Background: an optimization exercise with open tools, aiming at small area, a short achievable clock period and few clock cycles. Do not read the settings as production practice. RTL that was checked went through simulation tests only; none was proved equivalent to the original. Power figures rest on the tool's default switching activity, not on a simulated workload.

the previous run:
==> flow/design.v (excerpt) <==
module Top (
    input clk,
    input rst,
    output halt,
    input [31:0] M_ld_data,
    output [3:0] M_dm_w_en,
    output [15:0] M_alu_out_15_0,
    output [31:0] M_rs2_data,
    output [15:0] pc_15_0,
    input [31:0] inst
);
    localparam OP_LUI   = 5'b01101;
    localparam OP_AUIPC = 5'b00101;
    localparam OP_JAL   = 5'b11011;
    localparam OP_JALR  = 5'b11001;
    localparam OP_BR    = 5'b11000;
    localparam OP_LD    = 5'b00000;
    localparam OP_ST    = 5'b01000;
    localparam OP_IMM   = 5'b00100;
    localparam OP_OP    = 5'b01100;
    localparam OP_SYS   = 5'b11100;
    reg [31:0] pc;
    reg        x_valid;
    reg        halt_q;
    reg [31:0] x_a;         
    reg [31:0] x_b;         
    reg [31:0] x_c;         
    reg [4:0]  x_rd;
    reg [2:0]  x_f3;
    reg        x_wr;        
    reg        x_ld;
    reg        x_st;
    reg        x_br;
    reg        x_jalr;
    reg        x_link;      
    reg        x_ecall;
    reg [4:0]  x_sh;        
    reg        x_sra;
    reg        r_add, r_sub, r_shl, r_shr, r_slt, r_sltu, r_xor, r_or, r_and;
    reg        m_eq, m_ne, m_lt, m_ge, m_ltu, m_geu;
    reg        l_lo, l_mid, l_hi, l_sb, l_sh;
    wire [31:0] sum;
    wire [31:0] diff;
    wire sum_co, diff_co;
    Adder #(.W(32)) add_sum (.a(x_a), .b(x_b), .ci(1'b0), .s(sum), .co(sum_co));
  ...
==> flow/config.mk <==
export PLATFORM = sky130hd
export DESIGN_NAME = Top
export DESIGN_NICKNAME = Top
export VERILOG_FILES = /design/flow/design.v
export SDC_FILE = /design/flow/constraint.sdc
export NUM_CORES = 4
export LEC_CHECK = 0
export CAP_MARGIN = 20
export CELL_PAD_IN_SITES_DETAIL_PLACEMENT = 1
export CELL_PAD_IN_SITES_GLOBAL_PLACEMENT = 1
export CORE_MARGIN = 2
export CORE_UTILIZATION = 30
export CTS_CLUSTER_DIAMETER = 100
export CTS_CLUSTER_SIZE = 22
export GPL_ROUTABILITY_DRIVEN = 1
export PLACE_DENSITY = 0.45
export SETUP_SLACK_MARGIN = 5
export SLEW_MARGIN = 20
==> flow/constraint.sdc <==
create_clock -name core_clock -period 10.0 [get_ports {clk}]
set_input_delay 2.0000 -clock core_clock [delete_from_list [all_inputs] [get_ports {clk}]]
set_output_delay 2.0000 -clock core_clock [all_outputs]
set_load 0.01 [all_outputs]
run.sh (not shown) runs the stock make flow with config.mk's settings and CLKGATE_MAP_FILE= SYNTH_SCRIPT=/design/flow/synth_recipe.tcl, a recipe that flattens the netlist after the stock synthesis.
The previous run reached the final stage; the timing, design-rule and antenna checks on its layout passed.
> inputs changed (the previous run -> the current run)
-- flow/config.mk --
<<< the previous run, line 11
export CORE_MARGIN = 2
export CORE_UTILIZATION = 30
export CTS_CLUSTER_DIAMETER = 100
>>> the current run, line 11
export CORE_MARGIN = 2
export CORE_UTILIZATION = 45
export CTS_CLUSTER_DIAMETER = 100
<<< the previous run, line 15
export GPL_ROUTABILITY_DRIVEN = 1
export PLACE_DENSITY = 0.45
export SETUP_SLACK_MARGIN = 5
>>> the current run, line 15
export GPL_ROUTABILITY_DRIVEN = 1
export PLACE_DENSITY = 0.6
export SETUP_SLACK_MARGIN = 5
- On via count, the previous run beats the current run.
- Width of the chip, the previous run and the current run, higher one = the previous run.
- Looking only at final standard cell utilization of the core, and setting everything else aside, the higher value of the previous run and the current run goes to the current run.
- Data arrival at the endpoint of the critical path ended up 0.16 ns lower on the current run than on the previous run.
Function was not checked in any run of this note: the RTL went through the layout flow alone.


Another version of the RTL of Top (not shown whole).
For scale: ~5,400 cells after synthesis, roughly 1,200 flip-flops, ~140 I/O pins, roughly 62,000 um2 of cells after synthesis.
Design Top, start of the top module:
module Top (
    input clk,
    input rst,
    output halt,
    input [31:0] M_ld_data,
    output [3:0] M_dm_w_en,
    output [15:0] M_alu_out_15_0,
    output [31:0] M_rs2_data,
    output [15:0] pc_15_0,
    input [31:0] inst
);
Settings: LEC_CHECK=0, CAP_MARGIN=20, CELL_PAD_IN_SITES_DETAIL_PLACEMENT=1, CELL_PAD_IN_SITES_GLOBAL_PLACEMENT=1, CORE_MARGIN=2, CORE_UTILIZATION=30, GPL_ROUTABILITY_DRIVEN=1, PLACE_DENSITY=0.45, SETUP_SLACK_MARGIN=4.5, SLEW_MARGIN=20; clock period 10.0 ns.
Change:
- CTS_BUF_LIST: not set -> sky130_fd_sc_hd__clkbuf_8
- SETUP_SLACK_MARGIN: 4.5 -> 5
The new run went through all stages and came out clean. Count of clock-buffer cells in the layout came out higher by 56. Power climbs by 0.32%. Setup slack is better by 360 ps. Die area is unchanged. Fmax is higher by 6.7%. Area after synthesis is unchanged. Design area grows by 2.4%. Global-route usage climbs by 0.71 points. Hold slack gains 3.4 ps.
Function was not checked in any run of this note: the RTL went through the layout flow alone.


Setup of job 101:
Top, a different RTL version from the one above (not shown whole).
For scale: ~140 I/O pins, ~0.061 mm² of cells after synthesis.
clock: 10.0 ns
lec_check: 0
cap_margin: 20
cell_pad_in_sites_detail_placement: 1
cell_pad_in_sites_global_placement: 1
core_margin: 2
core_utilization: 45
cts_cluster_diameter: 100
cts_cluster_size: 22
gpl_routability_driven: 1
place_density: 0.65
setup_slack_margin: 5
slew_margin: 20
Job 101 was carried through to the last stage, and its layout satisfied the timing, design-rule and antenna checks.
Testbench counts of job 101, summed over its fixed seeds: cycles 337,112.
Edits applied to the flow inputs when going from job 101 to job 102:
- PLACE_DENSITY changed from 0.65 to 0.7
==> notes.md <==
Taking job 101 as the reference, in job 102 setup slack about even; switching power share of the total fell 0.64 points. A type of the worst setup path of flop to flop is what job 102 shows, while flop to output pin belongs to job 101. [compare] base=job 101 new=job 102: shortest period the worst path allows barely changed; final total negative setup slack comparable; sequential power share decreased 0.7 points. In the reports for job 101 and job 102, the smaller post-cts sizing count belongs to job 102. Clock tree cell share of total cell area (higher): job 102. The total non-filler cell area in the finished layout of job 102 and that of job 101 are within noise of each other. Looking at critical path capture point, the x_a[31]$_DFF_P_ result is from job 102; the M_alu_out_15_0[12] one comes from job 101. Re H-tree depth reported by CTS: job 102 is 1 up on job 101.

## separate check: timing with driven ports
The results above use ideal ports. As a check the final layouts listed here were re-extracted and re-timed, cells and wires unchanged. Step 1: set_driving_cell puts a clkbuf_16 on clk and a buf_2 on each other input, an assumption about the parent block. Step 2 moves the port delays by t, midway between the first and last clock arrival at a register: inputs arrive t later, outputs are due t later. That takes back most of the time a late clock gives input paths. a / b / c = ideal / step 1 / step 2; a / b = the first two.
run | t (ns) | setup slack, ns | hold WS [ns] | clock arrival spread, ns | worst data-port slew with drivers (ns)
the previous run | 0.825 | 4.588 / 4.501 / 4.125 | 0.512 / 0.512 / 0.512 | 0.079 / 0.080 | 0.08
the current run | 0.803 | 4.746 / 4.663 / 4.130 | 0.524 / 0.524 / 0.524 | 0.057 / 0.057 | 0.05
the first run of note 2 | 0.870 | 4.333 / 4.364 / 3.512 | 0.483 / 0.483 / 0.483 | 0.039 / 0.040 | 0.08
the second run of note 2 | 1.050 | 4.689 / 4.606 / 3.901 | 0.487 / 0.487 / 0.487 | 0.117 / 0.116 | 0.08
job 101 | 0.834 | 4.828 / 4.747 / 4.074 | 0.476 / 0.476 / 0.476 | 0.096 / 0.097 | 0.07
job 102 | 0.799 | 4.828 / 4.773 / 4.141 | 0.471 / 0.471 / 0.471 | 0.068 / 0.069 | 0.06
After both steps every run listed still meets setup and hold. The setup slack of the first run of note 2, which loses most, moves by +0.031 ns with the drivers and by -0.821 ns with both steps.
